Optimization exercise on an open flow, not production practice.
RTL: at most simulated, not proved equivalent.
Clock network not from TritonCTS: runs 2 to 8.
The clock port is an ideal driver here.
Power: default activity.

## flow/design.v (module list and top-level ports; edited modules follow where they fit)
// module c6288: 1345 lines
// module mul_fa: 4 lines
// module mul_fx: 6 lines
// module mul_x2: 3 lines
// module mul_maj: 3 lines
// module mul_han: 4 lines
// module mul_xn2: 3 lines
// module mul_or2: 3 lines
// module mul_ha: 4 lines
// module c6288_top: 18 lines
module c6288_top (
  input         clk,
  input  [15:0] a,
  input  [15:0] b,
  output [31:0] p
);
  // ...
==> flow/flow/run.sh <==
#!/bin/bash
set -uo pipefail
source flow/params.sh
export RES=orfs/results/sky130hd/c6288_top/base
ARGS=(MATCH_CELL_FOOTPRINT=0 "BUFFER_PORTS_ARGS=-buffer_cell $PORT_BUF" SETUP_SLACK_MARGIN=$SETUP_MARGIN $EXTRA)
bash standard.sh "${ARGS[@]}" floorplan > std_floorplan.log 2>&1 || exit 1
if [ -n "$IN_FF" ]; then
  IN_FF=$IN_FF openroad -no_init -exit flow/upsize.tcl > upsize.log 2>&1 || exit 1
fi
bash standard.sh "${ARGS[@]}" cts > std_cts.log 2>&1 || exit 1
if [ -n "$SKEW_CELLS" ]; then
  SKEW_CELLS="$SKEW_CELLS" openroad -no_init -exit flow/skew.tcl > skew.log 2>&1 || exit 1
fi
bash standard.sh "${ARGS[@]}" finish > std_finish.log 2>&1
st=$?
cp orfs/logs/sky130hd/c6288_top/base/*.log . 2>/dev/null
exit $st
==> flow/flow/params.sh <==
SETUP_MARGIN=0
PORT_BUF=sky130_fd_sc_hd__buf_1
IN_FF=sky130_fd_sc_hd__dfxtp_4
SKEW_CELLS="sky130_fd_sc_hd__clkdlybuf4s50_1 sky130_fd_sc_hd__clkdlybuf4s15_1 sky130_fd_sc_hd__clkbuf_4"
EXTRA=""
==> flow/flow/skew.tcl <==
read_db $::env(RES)/4_cts.odb
set block [ord::get_db_block]
set db [ord::get_db]
array set groups {}
foreach inst [$block getInsts] {
  if {[string match {p_q*} [$inst getName]]} {
    set it [$inst findITerm CLK]
    lappend groups([[$it getNet] getName]) $it
  }
}
set k 0
foreach netname [lsort [array names groups]] {
  set src [$block findNet $netname]
  set sx 0; set sy 0; set c 0
  foreach it $groups($netname) {
    set bb [[$it getInst] getBBox]
    incr sx [$bb xMin]; incr sy [$bb yMin]; incr c
  }
  set x [expr {$sx / $c}]; set y [expr {$sy / $c}]
  foreach cell $::env(SKEW_CELLS) {
    set buf [odb::dbInst_create $block [$db findMaster $cell] "skew_buf_$k"]
    set dst [odb::dbNet_create $block "skew_clk_$k"]
    $dst setSigType CLOCK
    [$buf findITerm A] connect $src
    [$buf findITerm X] connect $dst
    $buf setLocation $x $y
    $buf setPlacementStatus PLACED
    set src $dst
    incr k
  }
  foreach it $groups($netname) {
    $it disconnect
    $it connect $src
  }
  puts "leaf $netname: $c product registers behind $::env(SKEW_CELLS)"
}
global_connect
detailed_placement
check_placement
write_db $::env(RES)/4_cts.odb
==> flow/flow/upsize.tcl <==
# Give the operand registers a stronger flip-flop of the same type.
read_db $::env(RES)/2_floorplan.odb
set block [ord::get_db_block]
set m [[ord::get_db] findMaster $::env(IN_FF)]
set n 0
foreach inst [$block getInsts] {
  set name [$inst getName]
  if {[string match {a_q*} $name] || [string match {b_q*} $name]} {
    $inst swapMaster $m
    incr n
  }
}
puts "upsized $n registers to $::env(IN_FF)"
write_db $::env(RES)/2_floorplan.odb
==> flow/standard.sh <==
#!/bin/bash
# synth_recipe.tcl (not shown) runs the flow's synth.tcl, then flattens the netlist and writes it again
# the make line also repeats each setting of config.mk as NAME=value (left out here)
make -C /OpenROAD-flow-scripts/flow DESIGN_CONFIG=/design/flow/config.mk WORK_HOME=/design/flow/orfs CLKGATE_MAP_FILE= SYNTH_SCRIPT=/design/flow/synth_recipe.tcl "${@:-finish}"
==> flow/config.mk <==
export PLATFORM = sky130hd
export DESIGN_NAME = c6288_top
export DESIGN_NICKNAME = c6288_top
export VERILOG_FILES = /design/flow/design.v
export SDC_FILE = /design/flow/constraint.sdc
export NUM_CORES = 4
export LEC_CHECK = 0
export CAP_MARGIN = 20
export CORE_MARGIN = 2
export CORE_UTILIZATION = 40
export CTS_BUF_LIST = sky130_fd_sc_hd__clkbuf_4
export SLEW_MARGIN = 20
export SYNTH_HIERARCHICAL = 1
export SYNTH_MINIMUM_KEEP_SIZE = 0
==> flow/constraint.sdc <==
create_clock -name core_clock -period 15.0 [get_ports {clk}]
set_input_delay 3.0000 -clock core_clock [delete_from_list [all_inputs] [get_ports {clk}]]
set_output_delay 3.0000 -clock core_clock [all_outputs]
set_load 0.01 [all_outputs]
==> summary.txt, run 1 <==
Comb pwr: 1.70 mW
PwrDens: 254 mW/mm2
Post-Synthesis Cells: 774
Hold_buf cts: 0
RSZ-0062 raised after global routing: no
Layout Nets: 1,069
Vias in the first global route: 5,980
DR WL/cell: 18.1 um
Final WS setup: 10.26 ns
Multi-input gate area: 0.00634 mm2
Top sig layer: met4
Number of setup buffers added after CTS: 0
Initial drt markers: 324
Fraction of the yosys area taken by sequential cells: 16.3%
Flop2flop setup slack: 10.61 ns
Largest net degree at the start of global routing: 17
Reg area: 0.00140 mm2
DP HPWL: 14,700 um
Fraction of area in multi-input gates: 72.7%
Status: complete, no violations
Clk pwr: 234 uW
Inverters: 4
H-tree depth: 3
Setup crit end: p[29]
Die width: 144 um
Sequential share of cell area: 16.1%
Switching Fraction: 45.6%
Clock slew at reported path FFs: 0.08 ns
Crit path depth: 1
Initial antenna violation count: 1
Ys Warns: 7
GR Util met1: 26.3%
Post-synth top area cell: fa_1
TritonCTS clock tree: built
Met2 routed WL: 9720 um
Leading cell kind: multi-input gates
Max-Cap Viols: 0
Die height: 144 um
Top-count cell post-synth: nand2_1
==> run 2: changes to the inputs <==
==> flow/flow/run.sh (replaced) <==
#!/bin/bash
set -uo pipefail
source flow/params.sh
export RES=orfs/results/sky130hd/c6288_top/base
ARGS=(MATCH_CELL_FOOTPRINT=0 "BUFFER_PORTS_ARGS=-buffer_cell $PORT_BUF" SETUP_SLACK_MARGIN=$SETUP_MARGIN $EXTRA)
if [ -n "${CTS_OPTS:-}" ]; then ARGS+=("CTS_ARGS=$CTS_OPTS"); fi
bash standard.sh "${ARGS[@]}" floorplan > std_floorplan.log 2>&1 || exit 1
if [ -n "$IN_FF" ]; then
  IN_FF=$IN_FF openroad -no_init -exit flow/upsize.tcl > upsize.log 2>&1 || exit 1
fi
bash standard.sh "${ARGS[@]}" cts > std_cts.log 2>&1 || exit 1
if [ -n "$SKEW_CELLS" ]; then
  SKEW_CELLS="$SKEW_CELLS" ROOT_CELL="${ROOT_CELL:-}" P_GROUP="${P_GROUP:-8}" IN_ROOTS="${IN_ROOTS:-2}" openroad -no_init -exit flow/${SKEW_TCL:-skew.tcl} > skew.log 2>&1 || exit 1
fi
bash standard.sh "${ARGS[@]}" finish > std_finish.log 2>&1
st=$?
cp orfs/logs/sky130hd/c6288_top/base/*.log . 2>/dev/null
exit $st
==> flow/flow/params.sh (replaced) <==
SETUP_MARGIN=10.7
PORT_BUF=sky130_fd_sc_hd__buf_1
IN_FF=sky130_fd_sc_hd__dfxtp_2
SKEW_CELLS="sky130_fd_sc_hd__clkdlybuf4s50_1 sky130_fd_sc_hd__clkbuf_8"
EXTRA="SKIP_CTS_REPAIR_TIMING=1 REMOVE_ABC_BUFFERS=1 SETUP_MOVE_SEQUENCE=sizeup,swap"
CTS_OPTS="-sink_clustering_enable -repair_clock_nets -dont_use_dummy_load -buf_list {sky130_fd_sc_hd__clkbuf_4 sky130_fd_sc_hd__clkbuf_8}"
SKEW_TCL="skew2.tcl"
ROOT_CELL="sky130_fd_sc_hd__clkbuf_16"
P_GROUP="8"
IN_ROOTS="2"
==> flow/flow/skew2.tcl (new file) <==
read_db $::env(RES)/4_cts.odb
set block [ord::get_db_block]
set db [ord::get_db]
set portnet [$block findNet clk]
set root ""
foreach it [$portnet getITerms] { set root [$it getInst] }
$root swapMaster [$db findMaster $::env(ROOT_CELL)]
set rootnet [[$root findITerm X] getNet]
puts "root [$root getName] -> [$rootnet getName]"
set leaves {}
set pflops {}
set inflops {}
foreach inst [$block getInsts] {
  set name [$inst getName]
  if {[string match {a_q*} $name] || [string match {b_q*} $name] || [string match {p_q*} $name]} {
    set it [$inst findITerm CLK]
    set drv [[$it getNet] getFirstOutput]
    if {$drv ne "NULL" && $drv ne ""} {
      set d [$drv getInst]
      if {$d ne $root} { lappend leaves $d }
    }
    $it disconnect
    if {[string match {p_q*} $name]} {
      lappend pflops $inst
    } else {
      lappend inflops $inst
    }
  }
}
# operand registers: split by position among IN_ROOTS new root buffers
set pts {}
foreach inst $inflops {
  set bb [$inst getBBox]
  lappend pts [list $inst [$bb xMin] [$bb yMin]]
}
set pts [lsort -integer -index 2 $pts]
set nr $::env(IN_ROOTS)
set per [expr {([llength $pts] + $nr - 1) / $nr}]
for {set r 0} {$r < $nr} {incr r} {
  set grp [lrange $pts [expr {$r * $per}] [expr {$r * $per + $per - 1}]]
  set sx 0; set sy 0
  foreach p $grp { incr sx [lindex $p 1]; incr sy [lindex $p 2] }
  set n [llength $grp]
  set buf [odb::dbInst_create $block [$db findMaster $::env(ROOT_CELL)] "clk_in_root_$r"]
  set dst [odb::dbNet_create $block "clk_in_$r"]
  $dst setSigType CLOCK
  [$buf findITerm A] connect $portnet
  [$buf findITerm X] connect $dst
  $buf setLocation [expr {$sx / $n}] [expr {$sy / $n}]
  $buf setPlacementStatus PLACED
  foreach p $grp { [[lindex $p 0] findITerm CLK] connect $dst }
  puts "operand root $r: $n registers"
}
set pts {}
foreach inst $pflops {
  set bb [$inst getBBox]
  lappend pts [list $inst [$bb xMin] [$bb yMin]]
}
set pts [lsort -integer -index 2 $pts]
set gsize $::env(P_GROUP)
set k 0
set g 0
for {set i 0} {$i < [llength $pts]} {incr i $gsize} {
  set grp [lsort -integer -index 1 [lrange $pts $i [expr {$i + $gsize - 1}]]]
  set sx 0; set sy 0
  foreach p $grp { incr sx [lindex $p 1]; incr sy [lindex $p 2] }
  set n [llength $grp]
  set x [expr {$sx / $n}]; set y [expr {$sy / $n}]
  set src $rootnet
  foreach cell $::env(SKEW_CELLS) {
    set buf [odb::dbInst_create $block [$db findMaster $cell] "skew_buf_$k"]
    set dst [odb::dbNet_create $block "skew_clk_$k"]
    $dst setSigType CLOCK
    [$buf findITerm A] connect $src
    [$buf findITerm X] connect $dst
    $buf setLocation $x $y
    $buf setPlacementStatus PLACED
    set src $dst
    incr k
  }
  foreach p $grp { [[lindex $p 0] findITerm CLK] connect $src }
  puts "group $g: $n product registers behind $::env(SKEW_CELLS)"
  incr g
}
# remove the CTS leaf buffers that now drive nothing
foreach d [lsort -unique $leaves] {
  set out [[$d findITerm X] getNet]
  set loads 0
  if {$out ne "NULL"} {
    foreach it [$out getITerms] { if {[$it isInputSignal]} { incr loads } }
  }
  if {$loads == 0} {
    puts "removing [$d getName]"
    odb::dbInst_destroy $d
    if {$out ne "NULL"} { odb::dbNet_destroy $out }
  }
}
global_connect
detailed_placement
check_placement
write_db $::env(RES)/4_cts.odb
--- a/flow/config.mk
+++ b/flow/config.mk
@@ -7,8 +7,7 @@
 export LEC_CHECK = 0
 export CAP_MARGIN = 20
 export CORE_MARGIN = 2
-export CORE_UTILIZATION = 40
-export CTS_BUF_LIST = sky130_fd_sc_hd__clkbuf_4
+export CORE_UTILIZATION = 65
 export SLEW_MARGIN = 20
 export SYNTH_HIERARCHICAL = 1
 export SYNTH_MINIMUM_KEEP_SIZE = 0
==> run 2 against run 1 <==
Core utilization up 27 points. Count of clock-buffer cells in the layout fell by 9. Final cell count decreased by 14%. Largest power group unchanged.
==> summary.txt, run 2 <==
DP HPWL: 14,900 um (was 14,700 um)
Post-route insts no fill: 935 (was 1,082)
Initial drt markers: 406 (was 324)
Slew headroom: 55.8% (was 37.1%)
DR WL/cell: 20.9 um (was 18.1 um)
Overall power: 2.45 mW (was 2.22 mW)
Hold/Removal Path Class: flop to flop (unchanged)
Die Area: 0.0130 mm2 (was 0.0208 mm2)
Die height: 114 um (was 144 um)
Crit-path cells: buf_1 (unchanged)
Reg area: 0.00140 mm2 (about the same)
Setup TNS: 0 ns (unchanged)
Top-count cell post-synth: nand2_1 (unchanged)
CP max FO: 1 (unchanged)
RSZ-0062 raised after global routing: yes (was no)
Post-synth top area cell: fa_1 (unchanged)
Congestion Overflow GR: 0 (unchanged)
Top Registers: p_q x32, a_q x16, b_q x16 (unchanged)
Final min period: 4.27 ns (was 4.74 ns)
First-pass GRT wire length: 31,100 um (was 31,300 um)
CP peak stage delay: 0.33 ns (about the same)
Vias in the first global route: 6,045 (was 5,980)
Placement Cell Area: 0.00811 mm2 (was 0.00833 mm2)
Clock slew at reported path FFs: 0.09 ns (was 0.08 ns)
Worst Clk Skew: 0.663 ns (was 0.841 ns)
Critical path class: flop to primary output (unchanged)
Number of synthesized flops with an enable pin: 0 (unchanged)
# diodes: 0 (was 1)
Multi-input gate area: 0.00649 mm2 (was 0.00634 mm2)
I/O Pins: 65 (unchanged)
Worst-margin pin slew: 0.656 ns (was 0.934 ns)
CP Launch Type: flop (unchanged)
Post-synthesis cell type count: 38 (unchanged)
# port buffers: 64 (unchanged)
Crit-path leading delay family: flip-flops (unchanged)
Final WS setup: 10.73 ns (was 10.26 ns)
Largest net degree at the start of global routing: 17 (unchanged)
Pre-CTS WS: 9.85 ns (was 9.92 ns)
Post-Synthesis Cells: 774 (unchanged)
Biggest register: p_q (unchanged)
Placed cells: 922 (was 1,040)
Fraction of the yosys area taken by sequential cells: 16.3% (unchanged)
Req. time, crit path: 12.00 ns (about the same)
Area growth syn-to-layout: 8.26% (was 10.7%)
Initial antenna violation count: 0 (was 1)
Worst IR Drop VDD: 337 uV (was 189 uV)
Gpl congestion: 0.903 (was 0.841)
Antenna Nets Post-Route: 0 (unchanged)
Fill cells: 930 (was 1,903)
Clk sinks: 64 (unchanged)
Clock latency on the worst-skew pair: 0.80 ns (was 1.25 ns)
Crit. End Element: primary output (unchanged)
Hold Fails Final Rpt: 0 (unchanged)
Crit-path slowest cell: dfxtp_1 (unchanged)
Die width: 114 um (was 144 um)
Initial core utilization: 66.2% (was 40.6%)
Final worst path period share: 28.5% (was 31.6%)
Number of synthesized register bits: 64 (unchanged)
Fmax: 234 MHz (was 211 MHz)
Vias/cell: 6.04 (was 5.10)
Row cnt: 40 (was 51)
Final core occ: 71.6% (was 45.0%)
Hold slack: 0.185 ns (was 0.0312 ns)
Most used DFF post-synth: dfxtp_1 (unchanged)
Avg Cell Area, Syn: 10.2 um2 (unchanged)
Leading cell type in the layout, fill and taps excluded: nand2_1 (unchanged)
Final Max Tran Viols: 0 (unchanged)
Synth top cells by count: nand2_1 (267), fa_1 (195), dfxtp_1 (64), clkbuf_1 (62), xnor2_1 (46) (unchanged)
Total wire length: 19,600 um (about the same)
First-pass DRT Iterations: 5 (unchanged)
GRT Total Usage: 32.0% (was 20.1%)
Fin area: 0.00853 mm2 (was 0.00873 mm2)
Synth top area cells: fa_1 (50%), dfxtp_1 (16%), nand2_1 (13%) (unchanged)
Residual DRC count: 0 (unchanged)
Layout Nets: 1,048 (was 1,069)
Ys Warns: 7 (unchanged)
Leak pwr: 3.02 nW (was 3.08 nW)
Layout cells sized above 1: 10.0% (was 7.84%)
Max-Cap Viols: 0 (unchanged)
Area share of the leading cell type in the synthesized netlist: 49.5% (unchanged)
PwrDens: 287 mW/mm2 (was 254 mW/mm2)
CP arrival: 1.27 ns (was 1.74 ns)
Via Count: 5,652 (was 5,514)
Largest register FFs: 32 (unchanged)
Synth Cell Area: 0.00788 mm2 (unchanged)
Core area: 0.0119 mm2 (was 0.0194 mm2)
Status: complete, no violations (unchanged)
# setup viols final: 0 (unchanged)
Post-synth ARST share: 0% (unchanged)
Commonest non-fill, non-tap cells in the layout: nand2_1 (262), fa_1 (190), buf_1 (56), xnor2_1 (45), dfxtp_1 (32) (was nand2_1 (267), fa_1 (195), buf_1 (64), xnor2_1 (46))
Buf/Inv on CP: 1 (unchanged)
## run 2: modules after synthesis, one instance, submodules excluded, excerpt
module	cells	flops+latches	cell area [um2]
c6288	424	0	1820
mul_or2	1	0	6.26
mul_xn2	1	0	8.76
mul_ha	1	0	12.5
mul_fa	1	0	20.0
c6288_top	64	64	1280
## run 2: kinds of logic after synthesis
logic type	synth area share, %
buffers and inverters	3.24
other	0.0953
XOR/XNOR	5.11
adder cells (fa/ha/maj)	54.3
AO/OA/AOI/OAI	4.92
flip-flops	16.3
AND/OR/NAND/NOR	16.1
## run 2: worst paths after layout
check / slack, ns / cells past startpoint / startpoint / endpoint
setup reg to reg: 10.83 / 14 / a_q[15] / p_q[31]
hold reg to reg: 0.18 / 3 / a_q[0] / p_q[1]
hold / removal: 0.18 / 3 / a_q[0] / p_q[1]
setup / recovery: 10.73 / 1 / p_q[25] / p[25]
## run 2: area by class of cell
cell class | count | share of cell area, %
Clock buffer | 1 | 0.293
Inverter | 4 | 0.176
Multi-Input combinational cell | 643 | 76.1
Buffer | 10 | 1.70
Timing Repair Buffer | 66 | 3.17
Sequential cell | 64 | 16.4
Tap cell | 147 | 2.16
## run 2: layer usage
metal / vias to the layer above / GRT usage [%] / wire length (um)
met2: 259 / 54.7 / 10300
met1: 2928 / 40.5 / 7330
met4: 0 / 14.5 / 770
li1: 2411 / - / -
met5: - / 0 / 0
met3: 54 / 5.51 / 1210
## run 2: power breakdown
part | switching [mW] | internal, mW | leakage [nW]
logic | 1.04 | 0.972 | 2.38
registers | 0.0351 | 0.252 | 0.551
clock network | 0.0714 | 0.0780 | 0.0814
==> run 3: changes to the inputs <==
--- a/flow/flow/params.sh
+++ b/flow/flow/params.sh
@@ -1,4 +1,4 @@
-SETUP_MARGIN=10.7
+SETUP_MARGIN=10.9
 PORT_BUF=sky130_fd_sc_hd__buf_1
 IN_FF=sky130_fd_sc_hd__dfxtp_2
 SKEW_CELLS="sky130_fd_sc_hd__clkdlybuf4s50_1 sky130_fd_sc_hd__clkbuf_8"
@@ -7,4 +7,4 @@
 SKEW_TCL="skew2.tcl"
 ROOT_CELL="sky130_fd_sc_hd__clkbuf_16"
 P_GROUP="8"
-IN_ROOTS="2"
+IN_ROOTS="3"
==> run 3 against run 2 <==
Still clean. Area after synthesis stayed put. Count of clock-buffer cells in the layout stayed put. Worst hold slack worse by 0.021 ns. Sequential share of layout area is 0.26 points lower. Final cell count is 0.11% higher. Via count is 0.50% lower. Maximum frequency is 0.57% higher. Sequential cell count stayed put. Clock power is 9% higher. Total power is 4.9% higher. Sequential power is 1% higher. Largest power group unchanged. Highest routed layer unchanged.
==> summary.txt, run 3 <==
Initial drt markers: 337 (was 406)
DP HPWL: 14,900 um (unchanged)
Crit-path leading delay family: flip-flops (unchanged)
RSZ-0062 raised after global routing: yes (unchanged)
Critical Path Source: p_q[26] (was p_q[25])
Post-synthesis cell type count: 38 (unchanged)
Sw power: 1.19 mW (was 1.15 mW)
Initial antenna violation count: 0 (unchanged)
Setup TNS: 0 ns (unchanged)
Avg Cell Area, Syn: 10.2 um2 (unchanged)
Reg area: 0.00141 mm2 (was 0.00140 mm2)
First-pass DRT Iterations: 7 (was 5)
Die width: 114 um (unchanged)
Leading cell type in the layout, fill and taps excluded: nand2_1 (unchanged)
Antenna Nets Post-Route: 0 (unchanged)
Top Registers: p_q x32, a_q x16, b_q x16 (unchanged)
CP peak stage delay: 0.32 ns (was 0.33 ns)
Multi-input gate area: 0.00659 mm2 (was 0.00649 mm2)
Via Count: 5,624 (was 5,652)
Fmax: 235 MHz (was 234 MHz)
Number of synthesized flops with an enable pin: 0 (unchanged)
Synth Cell Area: 0.00788 mm2 (unchanged)
Crit-path slowest cell: dfxtp_1 (unchanged)
Die Area: 0.0130 mm2 (unchanged)
Final min period: 4.25 ns (was 4.27 ns)
# diodes: 0 (unchanged)
Ys Warns: 7 (unchanged)
Most used DFF post-synth: dfxtp_1 (unchanged)
Placed cells: 922 (unchanged)
Fin area: 0.00876 mm2 (was 0.00853 mm2)
Final Max Tran Viols: 0 (unchanged)
Hold Fails Final Rpt: 0 (unchanged)
Commonest non-fill, non-tap cells in the layout: nand2_1 (250), fa_1 (181), xnor2_1 (44), dfxtp_4 (32), buf_1 (32) (was nand2_1 (262), fa_1 (190), buf_1 (56), xnor2_1 (45), dfxtp_1 (32))
Vias/cell: 6.01 (was 6.04)
R2R Path Start: b_q[10] (was a_q[15])
Hold/Removal Path Class: flop to flop (unchanged)
Initial core utilization: 66.2% (unchanged)
PwrDens: 293 mW/mm2 (was 287 mW/mm2)
CP Launch Type: flop (unchanged)
Die height: 114 um (unchanged)
Clk sinks: 64 (unchanged)
Post-synth top area cell: fa_1 (unchanged)
Clock power share: 6.3% (was 6.1%)
Clock latency on the worst-skew pair: 0.80 ns (about the same)
Vias in the first global route: 6,098 (was 6,045)
Buf/Inv on CP: 1 (unchanged)
Slew headroom: 55.2% (was 55.8%)
Layout cells sized above 1: 17.9% (was 10.0%)
Hold Path Origin: a_q[0] (unchanged)
CP arrival: 1.25 ns (was 1.27 ns)
Crit. End Element: primary output (unchanged)
CP max FO: 1 (unchanged)
Total wire length: 19,800 um (was 19,600 um)
# setup viols final: 0 (unchanged)
Crit-path cells: buf_2 (was buf_1)
DR WL/cell: 21.1 um (was 20.9 um)
Row cnt: 40 (unchanged)
Leak pwr: 3.13 nW (was 3.02 nW)
I/O Pins: 65 (unchanged)
Area share of the leading cell type in the synthesized netlist: 49.5% (unchanged)
Gate power share: 82.4% (was 82.2%)
Critical path class: flop to primary output (unchanged)
Switching Fraction: 46.2% (was 46.9%)
Fill cells: 889 (was 930)
# port buffers: 64 (unchanged)
Residual DRC count: 0 (unchanged)
P_int: 1.38 mW (was 1.30 mW)
First-pass GRT wire length: 31,300 um (was 31,100 um)
Congestion Overflow GR: 0 (unchanged)
Post-route insts no fill: 936 (was 935)
Largest register FFs: 32 (unchanged)
Biggest register: p_q (unchanged)
Final core occ: 73.5% (was 71.6%)
Reg power frac: 11.3% (was 11.7%)
Synth top area cells: fa_1 (50%), dfxtp_1 (16%), nand2_1 (13%) (unchanged)
Req. time, crit path: 12.00 ns (about the same)
Fraction of the yosys area taken by sequential cells: 16.3% (unchanged)
GRT Total Usage: 32.2% (was 32.0%)
Largest net degree at the start of global routing: 17 (unchanged)
Status: complete, no violations (unchanged)
Synth top cells by count: nand2_1 (267), fa_1 (195), dfxtp_1 (64), clkbuf_1 (62), xnor2_1 (46) (unchanged)
Number of synthesized register bits: 64 (unchanged)
Top-count cell post-synth: nand2_1 (unchanged)
Post-Synthesis Cells: 774 (unchanged)
Post-synth ARST share: 0% (unchanged)
Layout Nets: 1,049 (was 1,048)
Final worst path period share: 28.3% (was 28.5%)
Area growth syn-to-layout: 11.1% (was 8.26%)
Worst IR Drop VDD: 342 uV (was 337 uV)
Core area: 0.0119 mm2 (unchanged)
Max-Cap Viols: 0 (unchanged)
Clock slew at reported path FFs: 0.09 ns (about the same)
Placement Cell Area: 0.00811 mm2 (unchanged)
Gpl congestion: 0.903 (unchanged)
Worst-margin pin slew: 0.664 ns (was 0.656 ns)
Worst Clk Skew: 0.679 ns (was 0.663 ns)
run 3: area by class of cell:
cell class / instances / area share [%]
Multi-Input combinational cell: 643 / 75.3
Buffer: 11 / 1.94
Timing Repair Buffer: 66 / 4.07
Sequential cell: 64 / 16.1
Clock buffer: 1 / 0.286
Inverter: 4 / 0.171
Tap cell: 147 / 2.10
run 3: cells by family (layout without fill, tap and decap cells):
group                    Yosys count  after routing  share of synthesized area (%)
flip-flops                        64             64                           16.3
adder cells (fa/ha/maj)          225            225                           54.3
other                              2              2                         0.0953
buffers and inverters             67             82                           3.24
AND/OR/NAND/NOR                  315            315                           16.1
XOR/XNOR                          46             46                           5.11
AO/OA/AOI/OAI                     55             55                           4.92
run 3: tightest hold or removal path, delay by kind of cell, from the launching register on:
family | cells | cell delay, ns
XOR/XNOR | 1 | 0.09
adder cells (fa/ha/maj) | 1 | 0.20
flip-flops | 1 | 0.40
AND/OR/NAND/NOR | 1 | 0.08
run 3: final timing paths:
check                  to  slack (ns)  cells past startpoint
setup reg to reg  p_q[31]       10.86                     14
hold / removal     p_q[2]        0.16                      3
setup / recovery    p[26]       10.75                      1
hold reg to reg    p_q[2]        0.16                      3
run 3: per-module statistics from Yosys (local to each module, per instance), a selection:
module,flops+latches,cell area [um2],times used,cells inside
mul_fa,0,20.0,195,1
mul_xn2,0,8.76,46,1
mul_ha,0,12.5,30,1
c6288_top,64,1280,1,64
c6288,0,1820,1,424
mul_or2,0,6.26,15,1
run 3: power by group through the flow:
| stage | Combinational [mW] | Sequential (mW) | Clock, mW |
|---|---|---|---|
| after floorplan | 1.36 | 0.304 | 0 |
| after global placement | 1.69 | 0.293 | 0 |
| after global routing | 2.32 | 0.296 | 0.172 |
| final | 2.12 | 0.291 | 0.162 |
| after detailed placement | 1.73 | 0.292 | 0 |
| after CTS | 1.75 | 0.289 | 0.123 |
run 3: per-layer routing:
metal	wire [um]	GRT usage, %
met4	832	16.3
met5	0	0
met1	7310	41.2
met3	1210	5.56
met2	10400	53.6
run 3: through the flow:
step                power (mW)  hold WS [ns]  setup slack, ns
floorplan                 1.66         0.627            10.14
global placement          1.98         0.617             9.96
detailed placement        2.02         0.629             9.85
CTS                       2.16         0.649             9.82
global route              2.79         0.167            10.69
finish                    2.57         0.163            10.75
==> run 4: changes to the inputs <==
--- a/flow/flow/params.sh
+++ b/flow/flow/params.sh
@@ -1,4 +1,4 @@
-SETUP_MARGIN=10.9
+SETUP_MARGIN=10.5
 PORT_BUF=sky130_fd_sc_hd__buf_1
 IN_FF=sky130_fd_sc_hd__dfxtp_2
 SKEW_CELLS="sky130_fd_sc_hd__clkdlybuf4s50_1 sky130_fd_sc_hd__clkbuf_8"
==> run 4 against run 3 <==
Synthesized cell count stayed put. Combinational power is 17% lower. Highest routed layer unchanged. Largest cell class unchanged. Sequential power hardly changed. Largest power group unchanged. First-iteration DRC count is 4.5% lower. Routed wire length is 3.0% lower.
==> summary.txt, run 4 <==
Area share of the leading cell type in the synthesized netlist: 49.5% (unchanged)
CP Launch Type: flop (unchanged)
Avg Cell Area, Syn: 10.2 um2 (unchanged)
Fmax: 230 MHz (was 235 MHz)
GRT Total Usage: 32.2% (unchanged)
Worst IR Drop VDD: 326 uV (was 342 uV)
Vias/cell: 5.98 (was 6.01)
Req. time, crit path: 15.66 ns (was 12.00 ns)
Pre-CTS WS: 9.85 ns (unchanged)
Simple-Gate Fraction of Synth Area: 16.1% (unchanged)
DR WL/cell: 20.5 um (was 21.1 um)
Largest register FFs: 32 (unchanged)
Residual DRC count: 0 (unchanged)
Commonest non-fill, non-tap cells in the layout: nand2_1 (267), fa_1 (195), buf_1 (64), xnor2_1 (46), dfxtp_1 (32) (was nand2_1 (250), fa_1 (181), xnor2_1 (44), dfxtp_4 (32), buf_1 (32))
Die width: 114 um (unchanged)
Met2 usage: 53.6% (unchanged)
Crit. End Element: flop (was primary output)
Fin area: 0.00838 mm2 (was 0.00876 mm2)
Setup TNS: 0 ns (unchanged)
# port buffers: 64 (unchanged)
Number of synthesized flops with an enable pin: 0 (unchanged)
Post-route insts no fill: 936 (unchanged)
Total wire length: 19,200 um (was 19,800 um)
GR peak layer: met2 (unchanged)
Area growth syn-to-layout: 6.29% (was 11.1%)
I/O Pins: 65 (unchanged)
Overall power: 2.22 mW (was 2.57 mW)
Final core occ: 70.3% (was 73.5%)
Post-synthesis cell type count: 38 (unchanged)
Slew headroom: 57.3% (was 55.2%)
Ys Warns: 7 (unchanged)
Initial core utilization: 66.2% (unchanged)
Proportion of synthesized area in mux cells: 0% (unchanged)
Die height: 114 um (unchanged)
Post-Synthesis Cells: 774 (unchanged)
Top-count cell post-synth: nand2_1 (unchanged)
Die Area: 0.0130 mm2 (unchanged)
Final Max Tran Viols: 0 (unchanged)
Synth top cells by count: nand2_1 (267), fa_1 (195), dfxtp_1 (64), clkbuf_1 (62), xnor2_1 (46) (unchanged)
Final WS setup: 10.66 ns (was 10.75 ns)
Number of synthesized register bits: 64 (unchanged)
Initial antenna violation count: 0 (unchanged)
PwrDens: 265 mW/mm2 (was 293 mW/mm2)
Critical path class: flop to flop (was flop to primary output)
Hold Fails Final Rpt: 0 (unchanged)
Crit-path cells: nand2_1, fa_1, fa_1, fa_1, fa_1, fa_1, ha_1, a211o_1, o211ai_2, o211ai_4, or2_4, a311o_1, xnor2_1 (was buf_2)
Synth Cell Area: 0.00788 mm2 (unchanged)
Clock slew at reported path FFs: 0.08 ns (was 0.09 ns)
Placed cells: 922 (unchanged)
XOR/XNOR Fraction of Synth Area: 5.11% (unchanged)
Placement Cell Area: 0.00811 mm2 (unchanged)
Compound-cell area share of the yosys netlist: 4.92% (unchanged)
Crit-path slowest cell: dfxtp_2 (was dfxtp_1)
First-pass DRT Iterations: 5 (was 7)
Post-synth ARST share: 0% (unchanged)
Leading cell type in the layout, fill and taps excluded: nand2_1 (unchanged)
# setup viols final: 0 (unchanged)
Final worst path period share: 28.9% (was 28.3%)
First-pass GRT wire length: 31,300 um (unchanged)
DP HPWL: 14,900 um (unchanged)
Hold slack: 0.186 ns (was 0.163 ns)
Row cnt: 40 (unchanged)
Hold/Removal Path Class: flop to flop (unchanged)
Leak pwr: 2.99 nW (was 3.13 nW)
CP dominant cell by count: fa_1
Biggest register: p_q (unchanged)
Gpl congestion: 0.903 (unchanged)
RSZ-0062 raised after global routing: yes (unchanged)
Fraction of the yosys area taken by sequential cells: 16.3% (unchanged)
Layout cells sized above 1: 6.84% (was 17.9%)
# diodes: 0 (unchanged)
GR Util met1: 41.2% (unchanged)
Congestion Overflow GR: 0 (unchanged)
Clock latency on the worst-skew pair: 0.80 ns (about the same)
Core area: 0.0119 mm2 (unchanged)
Final min period: 4.34 ns (was 4.25 ns)
Met3 usage: 5.56% (unchanged)
Worst-margin pin slew: 0.634 ns (was 0.664 ns)
Via Count: 5,595 (was 5,624)
Layout Nets: 1,049 (unchanged)
Adder-Cell Fraction of Synth Area: 54.3% (unchanged)
CP max FO: 16 (was 1)
Top Registers: p_q x32, a_q x16, b_q x16 (unchanged)
Synth top area cells: fa_1 (50%), dfxtp_1 (16%), nand2_1 (13%) (unchanged)
Antenna Nets Post-Route: 0 (unchanged)
Largest family of logic cells by synthesized area: adder cells (unchanged)
Post-synth top area cell: fa_1 (unchanged)
Vias in the first global route: 6,098 (unchanged)
Most used DFF post-synth: dfxtp_1 (unchanged)
CP peak stage delay: 0.60 ns (was 0.32 ns)
Largest net degree at the start of global routing: 17 (unchanged)
Status: complete, no violations (unchanged)
Clk sinks: 64 (unchanged)
CP arrival: 5.00 ns (was 1.25 ns)
Max-Cap Viols: 0 (unchanged)
Worst Clk Skew: 0.683 ns (was 0.679 ns)
Initial drt markers: 322 (was 337)
-- run 4: cell counts after synthesis --
Identical to the previous run, type by type.
-- run 4: worst max-delay path, delay by kind of cell, from the launching register on --
family | cells | cell delay, ns
fa+ha+maj | 6 | 2.77
compound gates | 4 | 0.91
flops | 1 | 0.60
simple gates | 2 | 0.45
xor+xnor | 1 | 0.13
-- run 4: cell type report --
type	instances	area, um2
buffer	11	170
clock buffer	1	25.0
fill	943	3530
inverter	4	15.0
multi-input combinational	643	6360
sequential	64	1360
tap	147	184
timing repair buffer	66	260
-- run 4: modules after synthesis, one instance, submodules excluded, excerpt --
module | copies in the design | area, um2 | flops+latches | cells
mul_ha | 30 | 12.5 | 0 | 1
mul_fa | 195 | 20.0 | 0 | 1
mul_xn2 | 46 | 8.76 | 0 | 1
mul_or2 | 15 | 6.26 | 0 | 1
c6288 | 1 | 1820 | 0 | 424
c6288_top | 1 | 1280 | 64 | 64
-- run 4: worst paths after layout --
kind / slack, ns / cells after the start / end / start
max reg2reg: 10.66 / 13 / p_q[19] / a_q[12]
min reg2reg: 0.19 / 3 / p_q[1] / b_q[0]
max: 10.66 / 13 / p_q[19] / a_q[12]
min: 0.19 / 3 / p_q[1] / b_q[0]
-- run 4: where the power goes --
part	switching, mW	internal, mW	leakage, nW
Sequential	0.0349	0.253	0.545
Combinational	0.936	0.830	2.35
Clock	0.0726	0.0896	0.0937
-- run 4: logic make-up (layout without fill, tap and decap cells) --
group           after synthesis  count (layout)
fa+ha+maj                   225             225
buf+inv                      67              82
compound gates               55              55
other cells                   2               2
xor+xnor                     46              46
simple gates                315             315
flops                        64              64
-- run 4: layer usage --
metal  part of all wire (%)  up-vias  routed length, um
li1                       -     2409                  -
met1                     37     2859               7060
met2                     52      269               9890
met3                    6.9       58               1330
met4                    4.7        0                892
met5                      0        -                  0
==> run 5: changes to the inputs <==
--- a/flow/flow/params.sh
+++ b/flow/flow/params.sh
@@ -1,4 +1,4 @@
-SETUP_MARGIN=10.5
+SETUP_MARGIN=10.7
 PORT_BUF=sky130_fd_sc_hd__buf_1
 IN_FF=sky130_fd_sc_hd__dfxtp_2
 SKEW_CELLS="sky130_fd_sc_hd__clkdlybuf4s50_1 sky130_fd_sc_hd__clkbuf_8"
==> run 5 against run 4 <==
First-iteration DRC count is 21% higher. Critical endpoint is now p[25]. Combinational power is 12% higher. Worst hold slack worse by 0.017 ns. Sequential share of layout area is 0.22 points higher. Count of clock-buffer cells in the layout stayed put. Critical path depth is 12 lower. Non-clock buffer count is 1 lower. Design area is 1.7% higher. Area after synthesis stayed put. Synthesized cell count stayed put.
==> summary.txt, run 5 <==
Status: complete, no violations (unchanged)
Overall power: 2.43 mW (was 2.22 mW)
Top Registers: p_q x32, a_q x16, b_q x16 (unchanged)
Met2 routed WL: 10,100 um (was 9890 um)
Post-Synthesis Cells: 774 (unchanged)
Final min period: 4.27 ns (was 4.34 ns)
Die height: 114 um (unchanged)
Hold/Removal Path Class: flop to flop (unchanged)
Crit. End Element: primary output (was flop)
Critical R2R Capture: p_q[31] (was p_q[19])
# diodes: 0 (unchanged)
CP Launch Type: flop (unchanged)
Synth Cell Area: 0.00788 mm2 (unchanged)
Largest net degree at the start of global routing: 17 (unchanged)
Top sig layer: met4 (unchanged)
Final core occ: 71.5% (was 70.3%)
Biggest register: p_q (unchanged)
Leading cell type in the layout, fill and taps excluded: nand2_1 (unchanged)
Gpl congestion: 0.903 (unchanged)
Fraction of the yosys area taken by sequential cells: 16.3% (unchanged)
Initial core utilization: 66.2% (unchanged)
First-pass DRT Iterations: 6 (was 5)
Antenna Nets Post-Route: 0 (unchanged)
Post-synth ARST share: 0% (unchanged)
PwrDens: 285 mW/mm2 (was 265 mW/mm2)
Clock slew at reported path FFs: 0.09 ns (was 0.08 ns)
Synth top area cells: fa_1 (50%), dfxtp_1 (16%), nand2_1 (13%) (unchanged)
Buf/Inv on CP: 1 (was 0)
Fmax: 234 MHz (was 230 MHz)
Residual DRC count: 0 (unchanged)
Top-count cell post-synth: nand2_1 (unchanged)
Sw power: 1.14 mW (was 1.04 mW)
CP peak stage delay: 0.32 ns (was 0.60 ns)
Met3 wire length: 1310 um (was 1330 um)
Final Max Tran Viols: 0 (unchanged)
Crit path depth: 1 (was 13)
Crit-path cells: buf_1 (was nand2_1, fa_1, fa_1, fa_1, fa_1, fa_1, ha_1, a211o_1, o211ai_2, o211ai_4, or2_4, a311o_1, xnor2_1)
Post-synthesis cell type count: 38 (unchanged)
Most used DFF post-synth: dfxtp_1 (unchanged)
Fill cells: 932 (was 943)
Area share of the leading cell type in the synthesized netlist: 49.5% (unchanged)
Initial antenna violation count: 0 (unchanged)
Worst IR Drop VDD: 334 uV (was 326 uV)
Number of synthesized register bits: 64 (unchanged)
Die Area: 0.0130 mm2 (unchanged)
Reg power frac: 11.8% (was 13.0%)
Setup crit end: p[25] (was p_q[19])
R2R Path Start: a_q[4] (was a_q[12])
Number of synthesized flops with an enable pin: 0 (unchanged)
Worst-margin pin slew: 0.649 ns (was 0.634 ns)
Switching Fraction: 46.8% (was 47.1%)
Final worst path period share: 28.4% (was 28.9%)
Leak pwr: 3.02 nW (was 2.99 nW)
Vias in the first global route: 6,098 (unchanged)
P_int: 1.29 mW (was 1.17 mW)
CP max FO: 1 (was 16)
Row cnt: 40 (unchanged)
Commonest non-fill, non-tap cells in the layout: nand2_1 (264), fa_1 (192), buf_1 (54), xnor2_1 (46) (was nand2_1 (267), fa_1 (195), buf_1 (64), xnor2_1 (46), dfxtp_1 (32))
Initial drt markers: 389 (was 322)
# setup viols final: 0 (unchanged)
Final WS setup: 10.73 ns (was 10.66 ns)
Gate power share: 81.5% (was 79.7%)
Post-synth top area cell: fa_1 (unchanged)
Clock latency on the worst-skew pair: 0.79 ns (was 0.80 ns)
Slew headroom: 56.3% (was 57.3%)
# port buffers: 64 (unchanged)
Hold Fails Final Rpt: 0 (unchanged)
Critical Path Source: p_q[25] (was a_q[12])
Worst Clk Skew: 0.672 ns (was 0.683 ns)
Fin area: 0.00852 mm2 (was 0.00838 mm2)
Setup TNS: 0 ns (unchanged)
Avg Cell Area, Syn: 10.2 um2 (unchanged)
Vias/cell: 6.01 (was 5.98)
R2r worst-path depth: 14 (was 13)
Clk sinks: 64 (unchanged)
Pre-CTS WS: 9.85 ns (unchanged)
Flop2flop setup slack: 10.84 ns (was 10.66 ns)
Layout cells sized above 1: 9.64% (was 6.84%)
Largest register FFs: 32 (unchanged)
Via Count: 5,615 (was 5,595)
Congestion Overflow GR: 0 (unchanged)
Met1 Wirelength: 7100 um (was 7060 um)
GRT Total Usage: 32.2% (unchanged)
I/O Pins: 65 (unchanged)
Critical path class: flop to primary output (was flop to flop)
Crit-path leading delay family: flip-flops (was adder cells)
Max-Cap Viols: 0 (unchanged)
Req. time, crit path: 12.00 ns (was 15.66 ns)
Die width: 114 um (unchanged)
Core area: 0.0119 mm2 (unchanged)
Total wire length: 19,400 um (was 19,200 um)
RSZ-0062 raised after global routing: yes (unchanged)
Clock power share: 6.7% (was 7.3%)
DR WL/cell: 20.7 um (was 20.5 um)
Synth top cells by count: nand2_1 (267), fa_1 (195), dfxtp_1 (64), clkbuf_1 (62), xnor2_1 (46) (unchanged)
Area growth syn-to-layout: 8.13% (was 6.29%)
Ys Warns: 7 (unchanged)
CP arrival: 1.27 ns (was 5.00 ns)
First-pass GRT wire length: 31,300 um (unchanged)
Placement Cell Area: 0.00811 mm2 (unchanged)
Crit-path slowest cell: dfxtp_1 (was dfxtp_2)
DP HPWL: 14,900 um (unchanged)
Layout Nets: 1,048 (was 1,049)
-- run 5: worst min-delay path by stage --
stage / start / end / cells past startpoint
global route: a_q[0] / p_q[2] / 3
finish: a_q[0] / p_q[1] / 3
floorplan: b_q[0] / p_q[0] / 1
CTS: b_q[0] / p_q[0] / 1
global placement: b_q[0] / p_q[0] / 1
detailed placement: b_q[0] / p_q[0] / 1
-- run 5: final cells by class --
| class | count | area, um2 | area share (%) |
|---|---|---|---|
| flip-flops and latches | 64 | 1400 | 16.4 |
| plain buffers | 11 | 170 | 2.00 |
| repair buffers | 65 | 263 | 3.08 |
| multi-input cells | 643 | 6460 | 75.8 |
| well taps | 147 | 184 | 2.16 |
| clock buffers | 1 | 25.0 | 0.294 |
| inverters | 4 | 15.0 | 0.176 |
-- run 5: per-stage QoR --
step	hold WS (ns)	std cells
after floorplan	0.627	711
after global placement	0.617	922
after detailed placement	0.629	922
after CTS	0.649	931
after global routing	0.170	935
final	0.169	935
-- run 5: kinds of logic after synthesis --
| family | Yosys count | synth area share (%) |
|---|---|---|
| AOI/OAI and AO/OA | 55 | 4.92 |
| buffers and inverters | 67 | 3.24 |
| other | 2 | 0.0953 |
| and+or+nand+nor | 315 | 16.1 |
| xor gates and xnor gates | 46 | 5.11 |
| adders and majority gates | 225 | 54.3 |
| DFF | 64 | 16.3 |
-- run 5: per-module statistics from Yosys, one instance, submodules excluded, a selection --
module	flip-flops and latches	area [um2]	cells inside	times used
c6288	0	1820	424	1
c6288_top	64	1280	64	1
mul_fa	0	20.0	1	195
mul_ha	0	12.5	1	30
mul_xn2	0	8.76	1	46
mul_or2	0	6.26	1	15
-- run 5: per-layer routing --
metal	global-route usage, %	vias to the layer above
li1	-	2407
met1	41.2	2887
met2	53.6	260
met3	5.56	61
met4	16.3	0
met5	0	-
-- run 5: power groups by stage --
stage | sequential [mW] | clock, mW | combinational [mW]
5_1_grt | 0.292 | 0.172 | 2.20
2_1_floorplan | 0.304 | 0 | 1.36
3_3_place_gp | 0.293 | 0 | 1.69
3_5_place_dp | 0.292 | 0 | 1.73
6_report | 0.287 | 0.162 | 1.98
4_1_cts | 0.289 | 0.123 | 1.75
==> run 6: changes to the inputs <==
--- a/flow/flow/params.sh
+++ b/flow/flow/params.sh
@@ -1,4 +1,4 @@
-SETUP_MARGIN=10.7
+SETUP_MARGIN=10.6
 PORT_BUF=sky130_fd_sc_hd__buf_1
 IN_FF=sky130_fd_sc_hd__dfxtp_2
 SKEW_CELLS="sky130_fd_sc_hd__clkdlybuf4s50_1 sky130_fd_sc_hd__clkbuf_8"
==> run 6 against run 5 <==
Sequential share of layout area is essentially flat. Design area is 0.97% lower. Synthesized cell count unchanged. First-iteration DRC count up 12%. Routed wire length increased by 0.25%. Still clean on timing, DRC and antenna. Clock skew grew 0.010 ns. Register-to-register slack got worse by 0.06 ns. Non-clock buffer count is 1 higher. Clock power about the same. Via count rose by 0.52%. Critical path depth unchanged.
==> summary.txt, run 6 <==
GRT Total Usage: 32.2% (unchanged)
Multi-input gate area: 0.00639 mm2 (was 0.00646 mm2)
Initial drt markers: 435 (was 389)
Initial core utilization: 66.2% (unchanged)
Crit-path slowest cell: dfxtp_1 (unchanged)
Crit. End Element: primary output (unchanged)
Hold slack: 0.171 ns (was 0.169 ns)
Synth top area cells: fa_1 (50%), dfxtp_1 (16%), nand2_1 (13%) (unchanged)
Hold/Removal Path Class: flop to flop (unchanged)
Total wire length: 19,400 um (about the same)
Reg area: 0.00139 mm2 (was 0.00140 mm2)
Buf/Inv on CP: 1 (unchanged)
Req. time, crit path: 12.00 ns (about the same)
Post-synthesis cell type count: 38 (unchanged)
Critical path class: flop to primary output (unchanged)
Crit-path leading delay family: flip-flops (unchanged)
Leak pwr: 3.00 nW (was 3.02 nW)
Setup TNS: 0 ns (unchanged)
Clk sinks: 64 (unchanged)
Congestion Overflow GR: 0 (unchanged)
Avg Cell Area, Syn: 10.2 um2 (unchanged)
Overall power: 2.30 mW (was 2.43 mW)
Leading cell type in the layout, fill and taps excluded: nand2_1 (unchanged)
CP max FO: 1 (unchanged)
DP HPWL: 14,900 um (unchanged)
Fill cells: 938 (was 932)
Number of synthesized register bits: 64 (unchanged)
Post-synth top area cell: fa_1 (unchanged)
CP Launch Type: flop (unchanged)
Clock latency on the worst-skew pair: 0.81 ns (was 0.79 ns)
CP peak stage delay: 0.34 ns (was 0.32 ns)
Vias in the first global route: 6,098 (unchanged)
Max-Cap Viols: 0 (unchanged)
Ys Warns: 7 (unchanged)
Post-Synthesis Cells: 774 (unchanged)
# diodes: 0 (unchanged)
First-pass DRT Iterations: 5 (was 6)
Clock slew at reported path FFs: 0.09 ns (about the same)
Via Count: 5,644 (was 5,615)
Fraction of the yosys area taken by sequential cells: 16.3% (unchanged)
Row cnt: 40 (unchanged)
PwrDens: 272 mW/mm2 (was 285 mW/mm2)
Residual DRC count: 0 (unchanged)
RSZ-0062 raised after global routing: yes (unchanged)
Top-count cell post-synth: nand2_1 (unchanged)
Fmax: 233 MHz (was 234 MHz)
Area growth syn-to-layout: 7.08% (was 8.13%)
Pre-CTS WS: 9.85 ns (unchanged)
# port buffers: 64 (unchanged)
Crit-path cells: buf_1 (unchanged)
Layout Nets: 1,049 (was 1,048)
Top Registers: p_q x32, a_q x16, b_q x16 (unchanged)
Die width: 114 um (unchanged)
Initial antenna violation count: 0 (unchanged)
Most used DFF post-synth: dfxtp_1 (unchanged)
Synth top cells by count: nand2_1 (267), fa_1 (195), dfxtp_1 (64), clkbuf_1 (62), xnor2_1 (46) (unchanged)
Worst-margin pin slew: 0.641 ns (was 0.649 ns)
Number of synthesized flops with an enable pin: 0 (unchanged)
Largest register FFs: 32 (unchanged)
Final worst path period share: 28.7% (was 28.4%)
DR WL/cell: 20.8 um (was 20.7 um)
# setup viols final: 0 (unchanged)
Hold Fails Final Rpt: 0 (unchanged)
Status: complete, no violations (unchanged)
Final Max Tran Viols: 0 (unchanged)
CP arrival: 1.30 ns (was 1.27 ns)
Layout cells sized above 1: 7.10% (was 9.64%)
Area share of the leading cell type in the synthesized netlist: 49.5% (unchanged)
Synth Cell Area: 0.00788 mm2 (unchanged)
Largest net degree at the start of global routing: 17 (unchanged)
Worst Clk Skew: 0.682 ns (was 0.672 ns)
Biggest register: p_q (unchanged)
Antenna Nets Post-Route: 0 (unchanged)
Die height: 114 um (unchanged)
Final min period: 4.30 ns (was 4.27 ns)
Final WS setup: 10.70 ns (was 10.73 ns)
Worst IR Drop VDD: 337 uV (was 334 uV)
First-pass GRT wire length: 31,300 um (unchanged)
Gpl congestion: 0.903 (unchanged)
Core area: 0.0119 mm2 (unchanged)
Slew headroom: 56.8% (was 56.3%)
I/O Pins: 65 (unchanged)
Post-synth ARST share: 0% (unchanged)
Vias/cell: 6.03 (was 6.01)
Commonest non-fill, non-tap cells in the layout: nand2_1 (267), fa_1 (195), buf_1 (64), xnor2_1 (46), dfxtp_1 (32) (was nand2_1 (264), fa_1 (192), buf_1 (54), xnor2_1 (46))
Die Area: 0.0130 mm2 (unchanged)
[run 6: changes by cell type in the layout (fill, tap and decap cells not counted), moves of 3 or more]
cell      before  now
buf_1         54   64
dfxtp_2        0    4
fa_1         192  195
dfxtp_4       32   28
nand2_2        3    0
ha_4           5    1
ha_1          25   29
clkbuf_2      10    0
fa_2           3    0
nand2_1      264  267
[run 6: final timing paths]
kind,startpoint,end,slack [ns],depth (start not counted)
worst max register to register,a_q[15],p_q[30],10.78,14
worst min-delay path,a_q[0],p_q[1],0.17,3
worst min register to register,a_q[0],p_q[1],0.17,3
worst max-delay path,p_q[22],p[22],10.70,1
[run 6: final cells by class]
cell class                      instances  share of cell area [%]
Multi-Input combinational cell        643                    75.8
Sequential cell                        64                    16.5
Timing Repair Buffer                   66                    3.08
Tap cell                              147                    2.18
Buffer                                 11                    2.02
Clock buffer                            1                   0.297
Inverter                                4                   0.178
[run 6: stage by stage]
| step | instance area, um2 | util, % | cells |
|---|---|---|---|
| floorplan | 7640 | - | 711 |
| global placement | 8110 | 68.0 | 922 |
| detailed placement | 8110 | 68.0 | 922 |
| CTS | 8230 | 69.1 | 931 |
| global route | 8440 | 70.9 | 936 |
| finish | 8440 | 70.9 | 936 |
[run 6: cell families after synthesis]
group / synth area share [%]
fa+ha+maj: 54.3
compound gates: 4.92
other cells: 0.0953
simple gates: 16.1
flops: 16.3
xor+xnor: 5.11
buf+inv: 3.24
[run 6: routing by layer]
layer | routed length, um | vias to the layer above | track usage [%]
met5 | 0 | - | 0
met4 | 849 | 0 | 16.3
met3 | 1230 | 60 | 5.56
met2 | 10100 | 260 | 53.6
met1 | 7260 | 2913 | 41.2
li1 | - | 2411 | -
[run 6: modules after synthesis (local to each module, per instance), excerpt]
module,times used,cells,flip-flops and latches
mul_or2,15,1,0
c6288_top,1,64,64
mul_fa,195,1,0
mul_ha,30,1,0
c6288,1,424,0
mul_xn2,46,1,0
[run 6: power breakdown]
group	total [mW]	leakage (nW)	switching (mW)	internal [mW]
Sequential	0.287	0.550	0.0351	0.252
Combinational	1.85	2.35	0.980	0.870
Clock	0.161	0.0937	0.0716	0.0895
Total	2.30	3.00	1.09	1.21
==> run 7: changes to the inputs <==
--- a/flow/config.mk
+++ b/flow/config.mk
@@ -8,6 +8,7 @@
 export CAP_MARGIN = 20
 export CORE_MARGIN = 2
 export CORE_UTILIZATION = 65
+export PLACE_DENSITY = 0.8
 export SLEW_MARGIN = 20
 export SYNTH_HIERARCHICAL = 1
 export SYNTH_MINIMUM_KEEP_SIZE = 0
==> run 7 against run 6 <==
Area after synthesis is the same. Register-to-register slack got worse by 0.14 ns. Sequential power hardly changed. Sequential share of layout area grew 0.057 points. Setup slack worse by 0.055 ns. Global-route usage up 0.88 points. Clock power is 4% lower. Non-clock buffer count stayed put. Routed wire length up 1.5%. Largest cell class unchanged.
==> summary.txt, run 7 <==
PwrDens: 275 mW/mm2 (was 272 mW/mm2)
Flop2flop setup slack: 10.64 ns (was 10.78 ns)
# setup viols final: 0 (unchanged)
Layout Nets: 1,049 (unchanged)
First-pass DRT Iterations: 5 (unchanged)
Worst-margin pin slew: 0.640 ns (was 0.641 ns)
Placement Cell Area: 0.00811 mm2 (unchanged)
Synth top area cells: fa_1 (50%), dfxtp_1 (16%), nand2_1 (13%) (unchanged)
# diodes: 0 (unchanged)
Initial drt markers: 683 (was 435)
Final min period: 4.36 ns (was 4.30 ns)
Top-count cell post-synth: nand2_1 (unchanged)
WHS Endpoint: p_q[30] (was p_q[1])
CP peak stage delay: 0.54 ns (was 0.34 ns)
Largest family of logic cells by synthesized area: adder cells (unchanged)
Cells on Worst Hold Path: 3 (unchanged)
Worst IR Drop VDD: 256 uV (was 337 uV)
Vias/cell: 6.09 (was 6.03)
Clock power share: 6.7% (was 7.0%)
Vias in the first global route: 6,320 (was 6,098)
# port buffers: 64 (unchanged)
Post-Synthesis Cells: 774 (unchanged)
Adder-Cell Fraction of Synth Area: 54.3% (unchanged)
Area growth syn-to-layout: 7.48% (was 7.08%)
Fmax: 230 MHz (was 233 MHz)
Initial core utilization: 66.2% (unchanged)
Die height: 114 um (unchanged)
Fraction of the yosys area taken by sequential cells: 16.3% (unchanged)
Hold Path Origin: a_q[15] (was a_q[0])
XOR/XNOR Fraction of Synth Area: 5.11% (unchanged)
Row cnt: 40 (unchanged)
I/O Pins: 65 (unchanged)
CP Launch Type: flop (unchanged)
Clk sinks: 64 (unchanged)
Die width: 114 um (unchanged)
Final worst path period share: 29.0% (was 28.7%)
DR WL/cell: 21.1 um (was 20.8 um)
Synth Cell Area: 0.00788 mm2 (unchanged)
Req. time, crit path: 15.67 ns (was 12.00 ns)
Compound-cell area share of the yosys netlist: 4.92% (unchanged)
Crit-path leading delay family: adder cells (was flip-flops)
Final WS setup: 10.64 ns (was 10.70 ns)
Slew headroom: 56.9% (was 56.8%)
Largest net degree at the start of global routing: 17 (unchanged)
Leak pwr: 3.00 nW (about the same)
Biggest register: p_q (unchanged)
Fill cells: 849 (was 938)
P_int: 1.23 mW (was 1.21 mW)
R2R Path Start: a_q[7] (was a_q[15])
Crit. End Element: flop (was primary output)
Switching Fraction: 47.3% (about the same)
Hold Fails Final Rpt: 0 (unchanged)
Antenna Nets Post-Route: 0 (unchanged)
Number of synthesized register bits: 64 (unchanged)
Synth top cells by count: nand2_1 (267), fa_1 (195), dfxtp_1 (64), clkbuf_1 (62), xnor2_1 (46) (unchanged)
Crit-path slowest cell: fa_1 (was dfxtp_1)
First-pass GRT wire length: 32,400 um (was 31,300 um)
Avg Cell Area, Syn: 10.2 um2 (unchanged)
Top Registers: p_q x32, a_q x16, b_q x16 (unchanged)
Gate power share: 81.0% (was 80.5%)
Post-synth ARST share: 0% (unchanged)
Area share of the leading cell type in the synthesized netlist: 49.5% (unchanged)
Sw power: 1.10 mW (was 1.09 mW)
CP dominant cell by count: fa_1
Fin area: 0.00847 mm2 (was 0.00844 mm2)
Post-synthesis cell type count: 38 (unchanged)
Critical path class: flop to flop (was flop to primary output)
Layout cells sized above 1: 7.48% (was 7.10%)
Core area: 0.0119 mm2 (unchanged)
Total wire length: 19,700 um (was 19,400 um)
Max-Cap Viols: 0 (unchanged)
Ys Warns: 7 (unchanged)
Clock latency on the worst-skew pair: 0.79 ns (was 0.81 ns)
Proportion of synthesized area in mux cells: 0% (unchanged)
Final Max Tran Viols: 0 (unchanged)
Setup TNS: 0 ns (unchanged)
Most used DFF post-synth: dfxtp_1 (unchanged)
Hold slack: 0.153 ns (was 0.171 ns)
Pre-CTS WS: 9.86 ns (was 9.85 ns)
Largest register FFs: 32 (unchanged)
Buf/Inv on CP: 0 (was 1)
Hold/Removal Path Class: flop to flop (unchanged)
Gpl congestion: 0.878 (was 0.903)
Via Count: 5,702 (was 5,644)
Worst Clk Skew: 0.667 ns (was 0.682 ns)
Simple-Gate Fraction of Synth Area: 16.1% (unchanged)
GRT Total Usage: 33.1% (was 32.2%)
Status: complete, no violations (unchanged)
CP max FO: 16 (was 1)
CP arrival: 5.03 ns (was 1.30 ns)
Residual DRC count: 0 (unchanged)
Reg power frac: 12.3% (was 12.5%)
DP HPWL: 14,800 um (was 14,900 um)
Die Area: 0.0130 mm2 (unchanged)
Congestion Overflow GR: 0 (unchanged)
RSZ-0062 raised after global routing: yes (unchanged)
Clock slew at reported path FFs: 0.07 ns (was 0.09 ns)
Critical R2R Capture: p_q[31] (was p_q[30])
Initial antenna violation count: 0 (unchanged)
Number of synthesized flops with an enable pin: 0 (unchanged)
R2r worst-path depth: 14 (unchanged)
Leading cell type in the layout, fill and taps excluded: nand2_1 (unchanged)
Post-synth top area cell: fa_1 (unchanged)
Commonest non-fill, non-tap cells in the layout: nand2_1 (267), fa_1 (195), buf_1 (64), xnor2_1 (46) (was nand2_1 (267), fa_1 (195), buf_1 (64), xnor2_1 (46), dfxtp_1 (32))
Crit-path cells: nand2_1, fa_1, fa_1, fa_1, fa_1, fa_1, fa_1, ha_1, nand2_1, o21ai_4, o211a_1, o31ai_2, a311oi_2, xnor2_1 (was buf_1)
[run 7: area by class of cell]
type | count | area (um2) | share of cell area (%)
Multi-Input combinational cell | 643 | 6410 | 75.7
Sequential cell | 64 | 1400 | 16.5
Timing Repair Buffer | 66 | 260 | 3.07
Tap cell | 147 | 184 | 2.17
Buffer | 11 | 170 | 2.01
Clock buffer | 1 | 25.0 | 0.295
Inverter | 4 | 15.0 | 0.177
[run 7: worst max-delay path by stage]
stage	from	to	slack (ns)	cells after the start
floorplan	b_q[10]	p_q[31]	10.14	14
global placement	b_q[10]	p_q[31]	9.97	14
detailed placement	a_q[4]	p_q[31]	9.86	14
CTS	a_q[7]	p_q[31]	9.86	14
global route	b_q[10]	p_q[31]	10.49	14
finish	a_q[7]	p_q[31]	10.64	14
[run 7: cell families (layout without fill, tap and decap cells)]
kind of cell / Yosys count / after routing
AO/OA/AOI/OAI: 55 / 55
other: 2 / 2
XOR/XNOR: 46 / 46
AND/OR/NAND/NOR: 315 / 315
buffers and inverters: 67 / 82
flip-flops: 64 / 64
adder cells (fa/ha/maj): 225 / 225
[run 7: power by group through the flow]
| stage | logic [mW] | registers (mW) | clock network (mW) |
|---|---|---|---|
| 6_report | 1.89 | 0.287 | 0.155 |
| 5_1_grt | 2.12 | 0.292 | 0.162 |
| 4_1_cts | 1.75 | 0.289 | 0.121 |
| 3_5_place_dp | 1.74 | 0.293 | 0 |
| 3_3_place_gp | 1.65 | 0.291 | 0 |
| 2_1_floorplan | 1.36 | 0.304 | 0 |
[run 7: tightest hold or removal path: stages (launching register included)]
cell	delay, ns
dfxtp_4	0.41
nand2_1	0.10
ha_1	0.17
xnor2_1	0.07
[run 7: layer usage]
layer | part of all wire (%) | vias to the layer above | GRT usage [%] | wire length [um]
li1 | - | 2413 | - | -
met1 | 40 | 2882 | 47.5 | 7800
met2 | 48 | 351 | 50.6 | 9450
met3 | 9.2 | 56 | 6.14 | 1810
met4 | 3.4 | 0 | 13.8 | 663
met5 | 0 | - | 0 | 0
[run 7: through the flow]
stage / cells / util, % / power [mW]
final: 936 / 71.1 / 2.33
after floorplan: 711 / - / 1.66
after CTS: 931 / 69.1 / 2.16
after detailed placement: 922 / 68.0 / 2.03
after global routing: 936 / 71.1 / 2.57
after global placement: 922 / 68.0 / 1.94
[run 7: per-module statistics from Yosys, one instance, submodules excluded, excerpt]
module | flops+latches | copies in the design | cells inside | area [um2]
c6288 | 0 | 1 | 424 | 1820
mul_xn2 | 0 | 46 | 1 | 8.76
mul_ha | 0 | 30 | 1 | 12.5
c6288_top | 64 | 1 | 64 | 1280
mul_fa | 0 | 195 | 1 | 20.0
mul_or2 | 0 | 15 | 1 | 6.26
==> run 8: changes to the inputs <==
--- a/flow/config.mk
+++ b/flow/config.mk
@@ -7,8 +7,7 @@
 export LEC_CHECK = 0
 export CAP_MARGIN = 20
 export CORE_MARGIN = 2
-export CORE_UTILIZATION = 65
-export PLACE_DENSITY = 0.8
+export CORE_UTILIZATION = 80
 export SLEW_MARGIN = 20
 export SYNTH_HIERARCHICAL = 1
 export SYNTH_MINIMUM_KEEP_SIZE = 0
==> run 8 against run 7 <==
Area after synthesis unchanged. Critical path depth shrank 13. Setup slack better by 0.011 ns. Clock skew is 0.043 ns higher. First-iteration DRC count fell by 21%. Non-clock buffer count is 1 lower.
==> summary.txt, run 8 <==
Post-synth top area cell: fa_1 (unchanged)
Ys Warns: 7 (unchanged)
Crit-path cells: buf_1 (was nand2_1, fa_1, fa_1, fa_1, fa_1, fa_1, fa_1, ha_1, nand2_1, o21ai_4, o211a_1, o31ai_2, a311oi_2, xnor2_1)
Clk sinks: 64 (unchanged)
Synth top area cells: fa_1 (50%), dfxtp_1 (16%), nand2_1 (13%) (unchanged)
Clock slew at reported path FFs: 0.10 ns (was 0.07 ns)
Clock latency on the worst-skew pair: 0.83 ns (was 0.79 ns)
Die Area: 0.0107 mm2 (was 0.0130 mm2)
RSZ-0062 raised after global routing: yes (unchanged)
Final worst path period share: 29.0% (about the same)
Post-Synthesis Cells: 774 (unchanged)
DP HPWL: 14,500 um (was 14,800 um)
Die height: 103 um (was 114 um)
Post-synth ARST share: 0% (unchanged)
Core area: 0.00968 mm2 (was 0.0119 mm2)
Leak pwr: 2.99 nW (was 3.00 nW)
# diodes: 0 (unchanged)
Residual DRC count: 0 (unchanged)
Leading cell type in the layout, fill and taps excluded: nand2_1 (unchanged)
Vias in the first global route: 6,134 (was 6,320)
Via Count: 5,976 (was 5,702)
Top Registers: p_q x32, a_q x16, b_q x16 (unchanged)
Fin area: 0.00842 mm2 (was 0.00847 mm2)
Req. time, crit path: 12.00 ns (was 15.67 ns)
Avg Cell Area, Syn: 10.2 um2 (unchanged)
Most used DFF post-synth: dfxtp_1 (unchanged)
Max-Cap Viols: 0 (unchanged)
Hold Fails Final Rpt: 0 (unchanged)
Post-synthesis cell type count: 38 (unchanged)
Status: complete, no violations (unchanged)
Hold slack: 0.179 ns (was 0.153 ns)
Worst-margin pin slew: 0.659 ns (was 0.640 ns)
CP peak stage delay: 0.34 ns (was 0.54 ns)
Top-count cell post-synth: nand2_1 (unchanged)
Slew headroom: 55.6% (was 56.9%)
Final WS setup: 10.66 ns (was 10.64 ns)
Initial drt markers: 541 (was 683)
# setup viols final: 0 (unchanged)
CP arrival: 1.34 ns (was 5.03 ns)
Placement Cell Area: 0.00809 mm2 (was 0.00811 mm2)
Final Max Tran Viols: 0 (unchanged)
DR WL/cell: 22.3 um (was 21.1 um)
Post-route insts no fill: 921 (was 936)
Buf/Inv on CP: 1 (was 0)
Synth top cells by count: nand2_1 (267), fa_1 (195), dfxtp_1 (64), clkbuf_1 (62), xnor2_1 (46) (unchanged)
Congestion Overflow GR: 0 (unchanged)
Fill cells: 465 (was 849)
Hold/Removal Path Class: flop to flop (unchanged)
Placed cells: 908 (was 922)
PwrDens: 286 mW/mm2 (was 275 mW/mm2)
Number of synthesized register bits: 64 (unchanged)
Area growth syn-to-layout: 6.79% (was 7.48%)
Synth Cell Area: 0.00788 mm2 (unchanged)
Biggest register: p_q (unchanged)
Die width: 103 um (was 114 um)
Largest register FFs: 32 (unchanged)
Crit-path leading delay family: flip-flops (was adder cells)
Final min period: 4.34 ns (was 4.36 ns)
Pre-CTS WS: 9.86 ns (about the same)
Worst Clk Skew: 0.710 ns (was 0.667 ns)
Vias/cell: 6.49 (was 6.09)
Initial core utilization: 81.4% (was 66.2%)
Setup TNS: 0 ns (unchanged)
Area share of the leading cell type in the synthesized netlist: 49.5% (unchanged)
Critical path class: flop to primary output (was flop to flop)
# port buffers: 64 (unchanged)
Number of synthesized flops with an enable pin: 0 (unchanged)
Crit. End Element: primary output (was flop)
CP Launch Type: flop (unchanged)
Fraction of the yosys area taken by sequential cells: 16.3% (unchanged)
First-pass GRT wire length: 29,900 um (was 32,400 um)
Crit-path slowest cell: dfxtp_1 (was fa_1)
Layout Nets: 1,048 (was 1,049)
Gpl congestion: 0.971 (was 0.878)
Worst IR Drop VDD: 394 uV (was 256 uV)
Row cnt: 36 (was 40)
I/O Pins: 65 (unchanged)
Antenna Nets Post-Route: 0 (unchanged)
Commonest non-fill, non-tap cells in the layout: nand2_1 (266), fa_1 (194), buf_1 (64), xnor2_1 (46), dfxtp_1 (32) (was nand2_1 (267), fa_1 (195), buf_1 (64), xnor2_1 (46))
GRT Total Usage: 38.7% (was 33.1%)
Fmax: 230 MHz (about the same)
Initial antenna violation count: 0 (unchanged)
Layout cells sized above 1: 7.61% (was 7.48%)
Total wire length: 20,500 um (was 19,700 um)
CP max FO: 1 (was 16)
Largest net degree at the start of global routing: 17 (unchanged)
First-pass DRT Iterations: 5 (unchanged)
==> run 8: cell counts after synthesis <==
No cell type changed its count.
==> run 8: final timing paths <==
path / slack [ns] / cells past startpoint / end / startpoint
worst max-delay path: 10.66 / 1 / p[22] / p_q[22]
worst min-delay path: 0.18 / 3 / p_q[30] / a_q[15]
worst max register to register: 10.71 / 13 / p_q[19] / b_q[3]
worst min register to register: 0.18 / 3 / p_q[30] / a_q[15]
==> run 8: cells by family (layout without fill, tap and decap cells) <==
| family | count (synthesis) | count (layout) | share of synthesized area [%] |
|---|---|---|---|
| other | 2 | 2 | 0.0953 |
| AOI/OAI and AO/OA | 55 | 55 | 4.92 |
| xor gates and xnor gates | 46 | 46 | 5.11 |
| buffers and inverters | 67 | 81 | 3.24 |
| and+or+nand+nor | 315 | 315 | 16.1 |
| adders and majority gates | 225 | 225 | 54.3 |
| DFF | 64 | 64 | 16.3 |
==> run 8: area by class of cell <==
cell class / count / area [um2] / area share, %
tap: 133 / 166 / 1.98
clock buffer: 1 / 25.0 / 0.297
sequential: 64 / 1370 / 16.3
timing repair buffer: 65 / 250 / 2.97
inverter: 4 / 15.0 / 0.178
multi-input combinational: 643 / 6420 / 76.3
buffer: 11 / 170 / 2.02
==> run 8: through the flow <==
step,util (%),total power [mW]
after floorplan,-,1.66
after global placement,83.5,1.93
after detailed placement,83.5,2.03
after CTS,84.8,2.16
after global routing,86.9,2.60
final,86.9,2.41
==> run 8: power by group <==
group	internal, mW	total (mW)	switching, mW
logic	0.909	1.96	1.05
clock network	0.0896	0.163	0.0730
registers	0.253	0.289	0.0360
total	1.25	2.41	1.16
==> run 8: Yosys stat by module, one instance, submodules excluded, excerpt <==
| module | times used | cells | cell area, um2 | flops+latches |
|---|---|---|---|---|
| c6288 | 1 | 424 | 1820 | 0 |
| mul_xn2 | 46 | 1 | 8.76 | 0 |
| c6288_top | 1 | 64 | 1280 | 64 |
| mul_or2 | 15 | 1 | 6.26 | 0 |
| mul_fa | 195 | 1 | 20.0 | 0 |
| mul_ha | 30 | 1 | 12.5 | 0 |
==> run 8: routing by layer <==
layer	vias to the layer above	global-route usage [%]	part of all wire [%]
li1	2412	-	-
met1	2927	47.5	33
met2	503	64.1	51
met3	134	7.80	9.1
met4	0	23.3	6.9
met5	-	0	0
